Context: an optimization exercise on an open-source flow, tuned for small area. The choices shown serve that exercise and are no tape-out recipe.
For this run, only the layout was checked, not whether the RTL still works.
No activity file was given, so power comes from the tool's default toggle rates.

--- design/flow/run.sh ---
#!/bin/bash
# synth_recipe.tcl (not shown) runs the flow's synth.tcl, then flattens the netlist and writes it again
# the make line also repeats each setting of config.mk as NAME=value (left out here)
make -C /OpenROAD-flow-scripts/flow DESIGN_CONFIG=/design/flow/config.mk WORK_HOME=/design/flow/orfs CLKGATE_MAP_FILE= SYNTH_SCRIPT=/design/flow/synth_recipe.tcl finish
--- design/flow/config.mk ---
export PLATFORM = sky130hd
export DESIGN_NAME = digital_voting_system_top
export DESIGN_NICKNAME = digital_voting_system_top
export VERILOG_FILES = /design/flow/design.v
export SDC_FILE = /design/flow/constraint.sdc
export NUM_CORES = 4
export LEC_CHECK = 0
export CAP_MARGIN = 20
export CORE_MARGIN = 2
export CORE_UTILIZATION = 40
export SLEW_MARGIN = 20
--- design/flow/constraint.sdc ---
create_clock -name core_clock -period 7.0 [get_ports {master_clk}]
set_input_delay 1.4000 -clock core_clock [delete_from_list [all_inputs] [get_ports {master_clk}]]
set_output_delay 1.4000 -clock core_clock [all_outputs]
set_load 0.01 [all_outputs]
--- design/flow/design.v ---
module voter_authentication(
    input wire clk,
    input wire reset,
    input wire [7:0] voter_id_input,
    input wire authenticate_voter,
    input wire system_enable,
    output reg authenticated,
    output reg already_voted,
    output reg valid_voter
);
    wire [7:0] registered_voters [0:15];
    reg voted [0:15];
    integer i;
    genvar g;
    generate
        for (g = 0; g < 16; g = g + 1) begin : g_ids
            assign registered_voters[g] = 8'h10 + g;
        end
    endgenerate
    always @(posedge clk or posedge reset) begin
        if (reset) begin
            authenticated <= 0;
            already_voted <= 0;
            valid_voter <= 0;
            for (i = 0; i < 16; i = i + 1)
                voted[i] <= 0;
        end else if (system_enable && authenticate_voter) begin
            valid_voter <= 0;
            already_voted <= 0;
            authenticated <= 0;
            for (i = 0; i < 16; i = i + 1) begin
                if (voter_id_input == registered_voters[i]) begin
                    valid_voter <= 1;
                    if (voted[i]) begin
                        already_voted <= 1;
                        authenticated <= 0;
                    end else begin
                        authenticated <= 1;
                        already_voted <= 0;
                        voted[i] <= 1;
                    end
                end
            end
        end
    end
endmodule
module vote_counter(
    input wire clk,
    input wire reset,
    input wire valid_vote,
    input wire [3:0] candidate,
    input wire result_request,
    output reg [15:0] total_votes_cast,
    output reg [3:0] winning_candidate_id,
    output reg [15:0] winning_candidate_votes,
    output reg results_available
);
    reg [15:0] votes [0:3];
    reg [15:0] best_votes;
    reg [3:0] best_id;
    integer i, j;
    always @(*) begin
        best_id = 0;
        best_votes = votes[0];
        for (j = 1; j < 4; j = j + 1) begin
            if (votes[j] > best_votes) begin
                best_votes = votes[j];
                best_id = j[3:0];
            end
        end
    end
    always @(posedge clk or posedge reset) begin
        if (reset) begin
            total_votes_cast <= 0;
            for (i = 0; i < 4; i = i + 1)
                votes[i] <= 0;
            winning_candidate_id <= 0;
            winning_candidate_votes <= 0;
            results_available <= 0;
        end else begin
            if (valid_vote && candidate < 4) begin
                votes[candidate] <= votes[candidate] + 1;
                total_votes_cast <= total_votes_cast + 1;
            end
            if (result_request) begin
                winning_candidate_id <= best_id;
                winning_candidate_votes <= best_votes;
                results_available <= 1;
            end else begin
                results_available <= 0;
            end
        end
    end
endmodule
module voting_system_controller(
    input wire clk,
    input wire reset,
    input wire [7:0] voter_id_input,
    input wire [3:0] candidate_selection,
    input wire submit_vote,
    input wire authenticate_voter,
    input wire display_results_request,
    input wire system_enable,
    output reg [7:0] system_status,
    output reg [7:0] current_voter_id,
    output reg [3:0] current_candidate,
    output reg vote_accepted,
    output reg vote_rejected,
    output reg system_ready,
    output wire [15:0] total_votes_cast,
    output wire [3:0] winning_candidate_id,
    output wire [15:0] winning_candidate_votes,
    output wire results_available,
    output reg [7:0] error_code
);
    wire authenticated, already_voted, valid_voter;
    reg allow_vote;
    reg result_request_pulse;
    voter_authentication auth (
        .clk(clk),
        .reset(reset),
        .voter_id_input(voter_id_input),
        .authenticate_voter(authenticate_voter),
        .system_enable(system_enable),
        .authenticated(authenticated),
        .already_voted(already_voted),
        .valid_voter(valid_voter)
    );
    vote_counter vcount (
        .clk(clk),
        .reset(reset),
        .valid_vote(allow_vote),
        .candidate(candidate_selection),
        .result_request(display_results_request),
        .total_votes_cast(total_votes_cast),
        .winning_candidate_id(winning_candidate_id),
        .winning_candidate_votes(winning_candidate_votes),
        .results_available(results_available)
    );
    always @(posedge clk or posedge reset) begin
        if (reset) begin
            system_status <= 0;
            current_voter_id <= 0;
            current_candidate <= 0;
            vote_accepted <= 0;
            vote_rejected <= 0;
            system_ready <= 0;
            error_code <= 0;
            allow_vote <= 0;
        end else begin
            system_ready <= system_enable;
            if (system_enable) begin
                if (authenticate_voter) begin
                    current_voter_id <= voter_id_input;
                    if (!valid_voter) begin
                        system_status <= 0;
                        error_code <= 8'h01;  
                        vote_accepted <= 0;
                        vote_rejected <= 1;
                        allow_vote <= 0;
                    end else if (already_voted) begin
                        system_status <= 0;
                        error_code <= 8'h02;  
                        vote_accepted <= 0;
                        vote_rejected <= 1;
                        allow_vote <= 0;
                    end else if (authenticated) begin
                        system_status <= 8'h01;
                        error_code <= 0;
                        vote_accepted <= 0;
                        vote_rejected <= 0;
                        allow_vote <= 0;
                    end
                end
                if (system_status == 8'h01 && submit_vote) begin
                    current_candidate <= candidate_selection;
                    if (candidate_selection < 4) begin
                        vote_accepted <= 1;
                        vote_rejected <= 0;
                        allow_vote <= 1;
                        error_code <= 0;
                    end else begin
                        vote_accepted <= 0;
                        vote_rejected <= 1;
                        error_code <= 8'h03;  
                        allow_vote <= 0;
                    end
                end else begin
                    vote_accepted <= 0;
                    vote_rejected <= 0;
                    allow_vote <= 0;
                end
            end else begin
                system_status <= 0;
                system_ready <= 0;
            end
        end
    end
endmodule
module digital_voting_system_top (
    input wire master_clk,
    input wire reset,
    input wire [7:0] voter_id_input,
    input wire [3:0] candidate_selection,
    input wire submit_vote,
    input wire authenticate_voter,
    input wire display_results_request,
    input wire system_enable,
    output wire [7:0] system_status,
    output wire [7:0] current_voter_id,
    output wire [3:0] current_candidate,
    output wire vote_accepted,
    output wire vote_rejected,
    output wire system_ready,
    output wire [15:0] total_votes_cast,
    output wire [3:0] winning_candidate_id,
    output wire [15:0] winning_candidate_votes,
    output wire results_available,
    output wire [7:0] error_code
);
    voting_system_controller voting_sys (
        .clk(master_clk),
        .reset(reset),
        .voter_id_input(voter_id_input),
        .candidate_selection(candidate_selection),
        .submit_vote(submit_vote),
        .authenticate_voter(authenticate_voter),
        .display_results_request(display_results_request),
        .system_enable(system_enable),
        .system_status(system_status),
        .current_voter_id(current_voter_id),
        .current_candidate(current_candidate),
        .vote_accepted(vote_accepted),
        .vote_rejected(vote_rejected),
        .system_ready(system_ready),
        .total_votes_cast(total_votes_cast),
        .winning_candidate_id(winning_candidate_id),
        .winning_candidate_votes(winning_candidate_votes),
        .results_available(results_available),
        .error_code(error_code)
    );
endmodule
==> impl_metrics.env <==
export IMPL_fin_crit_ns=6.21
export IMPL_syn_inst=790
export IMPL_p_comb_share_pct=8.1
export IMPL_io_buffers=70
export IMPL_fin_worst_skew_ns=0.00885
export IMPL_die_h_um=146
export IMPL_h_tree_depth=4
export IMPL_synth_xor_area_share_pct=3.69
export IMPL_cpLargestDelayFamily="compound AO/OA/AOI/OAI gates"
export IMPL_numClockSinks=136
export IMPL_post_cts_buffers=0
export IMPL_ir_drop_v=0.000146
export IMPL_drt_pass1_iterations=5
export IMPL_start_kind="register"
export IMPL_wl_per_cell_um=17.2
export IMPL_fmax_mhz=161
export IMPL_slew_headroom_pct=32.5
export IMPL_drc=0
export IMPL_clk_pin_slew_worst_paths_ns=0.06
export IMPL_overflow=0
export IMPL_grt_pass1_wl_um=32700
export IMPL_rows=51
export IMPL_power_switching_mw=0.452
export IMPL_syn_area_per_cell_um2=10.2
export IMPL_cp_end_kind="register"
export IMPL_synth_seq_cells=136
export IMPL_crit_top_cell="ha_1"
export IMPL_start_util_pct=41.0
export IMPL_netlist_area_um2=8040
export IMPL_n_antenna_cell=0
export IMPL_final_seq_area_um2=3400
export IMPL_totalWireLength_um=19500
export IMPL_post_route_period_util_pct=88.8
export IMPL_ant_nets=0
export IMPL_ctsResizeCount=0
export IMPL_first_iter_violations=348
export IMPL_vias=6095
export IMPL_power_density_nw_per_um2=195
export IMPL_coreArea_um2=19600
export IMPL_nFillCells=1855
export IMPL_fin_setup_tns_ns=0
export IMPL_yosys_area_share_simple_pct=13.8
export IMPL_hp_class="reg -> reg"
export IMPL_ys_warnings_count=5
export IMPL_post_route_util_pct=48.6
export IMPL_cp_arrival_ns=6.51
export IMPL_cp_slowest_stage_delay_ns=0.82
export IMPL_synth_mux_area_fraction_pct=12.2
export IMPL_die_x_um=146
export IMPL_critPathSlowestCell="o32ai_1"
export IMPL_hold_viol_final=0
export IMPL_maxCapViolCount=0
export IMPL_antenna_found_initial=0
export IMPL_drv_slew=0
export IMPL_cp_required_ns=7.30
export IMPL_layout_drive_gt1_share_pct=13.0
export IMPL_multi_input_area_um2=4210
export IMPL_synth_compound_area_share_pct=13.9
export IMPL_crit_path_cell_trace="inv_1, ha_1, nand4_1, a2111o_1, a31oi_4, mux2_2, inv_1, ha_1, o211ai_1, a22oi_1, nand2_1, a311oi_4, buf_4, mux2_2, ha_1, nand4_1, nor4_1, o32ai_1, buf_4, a31oi_1, o221a_2"
export IMPL_first_global_vias=6093
export IMPL_clockBufferDepth=2
export IMPL_cts_buffers=17
export IMPL_total_power_mw=1.86
export IMPL_area_growth_syn_to_layout_pct=18.4
export IMPL_gp_congestion=0.901
export IMPL_async_flop_share_pct=100
export IMPL_p_int_mw=1.41
export IMPL_cts_tree="done"
export IMPL_yosysUniqueCellTypes=67
export IMPL_synthAdderAreaFrac_pct=7.78
export IMPL_outcome="no timing/DRC/antenna violations"
export IMPL_finalSetupViolCount=0
export IMPL_synthFlopType="dfrtp_1"
export IMPL_p_leak_nw=4.20
export IMPL_yosysSeqAreaShare_pct=42.3
export IMPL_p_sw_share_pct=24.3
export IMPL_path_max_fanout=19
export IMPL_vias_per_cell=5.39
export IMPL_hold_buffers=0
export IMPL_cts_root_buf="clkbuf_16"
export IMPL_grt_setup_unrepaired="no"
export IMPL_grt_max_degree=82
export IMPL_ios=86
export IMPL_synth_edf_count=0
export IMPL_worst_pin_slew_ns=1.01
export IMPL_grt_use_total_pct=19.0
export IMPL_cp_num_buf_inv=4
export IMPL_clock_latency_ns=0.42
export IMPL_fin_nets=921
export IMPL_die_area_um2=21300
export IMPL_crit_type="reg -> reg"
export IMPL_synth_top_family_by_area="compound AO/OA/AOI/OAI gates"
export IMPL_seq_power_share_pct=44.3
export IMPL_dp_hpwl_um=13700
export IMPL_p_clk_share_pct=47.7
final timing paths:
kind	start	end	slack (ns)	cells past startpoint
max	voting_sys.vcount.votes[0][14]	voting_sys.vcount.winning_candidate_votes[5]	0.79	21
min	voting_sys.auth.voted[9]	voting_sys.auth.voted[9]	0.46	1
max reg2reg	voting_sys.vcount.votes[0][14]	voting_sys.vcount.winning_candidate_votes[5]	0.79	21
min reg2reg	voting_sys.auth.voted[9]	voting_sys.auth.voted[9]	0.46	1
max in group asynchronous	reset	voting_sys.vcount.winning_candidate_votes[14]	4.28	3
min in group asynchronous	reset	voting_sys.auth.voted[4]	1.48	2
worst register-to-register path, cell delays in order (launching register included):
cell	delay [ns]
dfrtp_1	0.40
inv_1	0.07
ha_1	0.30
nand4_1	0.24
a2111o_1	0.40
a31oi_4	0.68
mux2_2	0.46
inv_1	0.07
ha_1	0.16
o211ai_1	0.10
a22oi_1	0.24
nand2_1	0.13
a311oi_4	0.25
buf_4	0.34
mux2_2	0.38
ha_1	0.28
nand4_1	0.11
nor4_1	0.08
o32ai_1	0.82
buf_4	0.31
a31oi_1	0.13
o221a_2	0.16
layout by cell type (no fill, tap or decap), types with 15 or more instances in the layout:
cell type        Yosys  routed
a21oi_1             39      39
a31oi_1             21      21
clkbuf_16            0      17
clkdlybuf4s50_1      0      70
conb_1               1      15
dfrtp_1            136     136
ha_1                50      50
inv_1               58      57
mux2_2              22      22
mux2i_1             20      20
nand2_1             74      74
nand3_1             16      16
nand4_1             22      22
nor2_1              70      70
o21ai_0             44      44
o221a_2             15      15
xnor2_1             16      16
xor2_1              16      16
cell usage after synthesis (all sizes together), types with 2 or more instances:
cell	n	area share, %
nand2	74	3.5
nor3	9	0.56
a21o	12	1.1
buf	28	2.5
or4	4	0.37
dfrtp	136	42
nand3b	3	0.44
o31ai	2	0.19
nand2b	6	0.47
nor4	7	0.70
nand3	18	1.2
nor2	71	3.3
ha	50	7.8
a31oi	22	1.9
and4	2	0.25
o21ai	49	3.1
mux2i	20	2.5
a21oi	39	2.4
a31o	2	0.22
clkbuf	21	0.98
mux2	31	4.8
nor4b	2	0.30
o211ai	6	0.56
a211oi	7	0.72
mux4	16	4.9
and3	2	0.22
inv	58	2.7
o221a	16	2.2
nor2b	3	0.23
xor2	17	1.9
xnor2	16	1.7
a41o	2	0.25
nand4	23	1.9
power groups by stage:
stage / combinational, mW / clock (mW) / sequential (mW)
final: 0.150 / 0.886 / 0.822
after global routing: 0.165 / 0.942 / 0.825
after CTS: 0.152 / 0.909 / 0.822
after detailed placement: 0.151 / 0 / 0.836
after global placement: 0.151 / 0 / 0.835
after floorplan: 0.0856 / 0 / 0.842
area by class of cell:
type | count | area share, %
clock buffer | 18 | 4.51
clock inverter | 14 | 1.58
inverter | 58 | 2.34
multi-input combinational | 561 | 44.3
sequential | 136 | 35.8
tap | 265 | 3.48
timing repair buffer | 79 | 8.07
flip-flops by register name, summed over array words and instances, names as in the netlist:
signal and flops:
voting_sys.vcount.votes 64, voting_sys.system_status 1, voting_sys.vcount.winning_candidate_id 2, voting_sys.auth.voted 16
voting_sys.system_ready 1, voting_sys.current_voter_id 8, voting_sys.auth.valid_voter 1, voting_sys.vcount.total_votes_cast 16
voting_sys.error_code 2, voting_sys.current_candidate 4, voting_sys.vote_rejected 1, voting_sys.vcount.winning_candidate_votes 16
voting_sys.auth.already_voted 1, voting_sys.vote_accepted 1, voting_sys.vcount.results_available 1, voting_sys.auth.authenticated 1
layer usage:
| layer | part of all wire (%) | vias to the layer above | track usage, % |
|---|---|---|---|
| met5 | 0 | - | 0 |
| met4 | 0.90 | 0 | 3.97 |
| met3 | 7.0 | 13 | 4.64 |
| met2 | 44 | 187 | 28.6 |
| met1 | 48 | 2948 | 28.0 |
| li1 | - | 2947 | - |
logic make-up (layout without fill, tap and decap cells):
group / Yosys count / count (layout)
compound gates: 168 / 168
xor+xnor: 33 / 33
fa+ha+maj: 50 / 50
buf+inv: 107 / 169
flops: 136 / 136
mux: 67 / 67
other cells: 1 / 15
simple gates: 228 / 228
stage by stage:
step                hold WS (ns)  cell area (um2)  worst slack, ns  cells
floorplan                  0.427             8090             1.77    804
global placement           0.443             8940            0.964   1099
detailed placement         0.446             8940            0.857   1099
CTS                        0.461             9520            0.813   1131
global route               0.466             9520            0.349   1131
finish                     0.458             9520            0.787   1131

[what the ideal ports hide]
How much do the figures lean on ideal ports? The routed layout below was timed once more, with nothing changed but the port constraints.
Step 1: set_driving_cell puts a clkbuf_16 on master_clk and a buf_2 on each other input, an assumption about the parent block.
Step 2, shift: input delay + t, output delay - t, t = (earliest + latest rising clock arrival at the registers) / 2. This alone moves slack from input paths to output paths.
Three values: ideal ports, drivers, drivers and shift; two values: the first two.
t, ns: 0.460
setup slack, ns: 0.787 / 0.787 / 0.787
worst setup path at the end: register to register
pins driven straight from the clock port: 1
After both steps this run still meets setup and hold. The setup slack of this run moves by 0.000 ns with the drivers and by 0.000 ns with both steps.
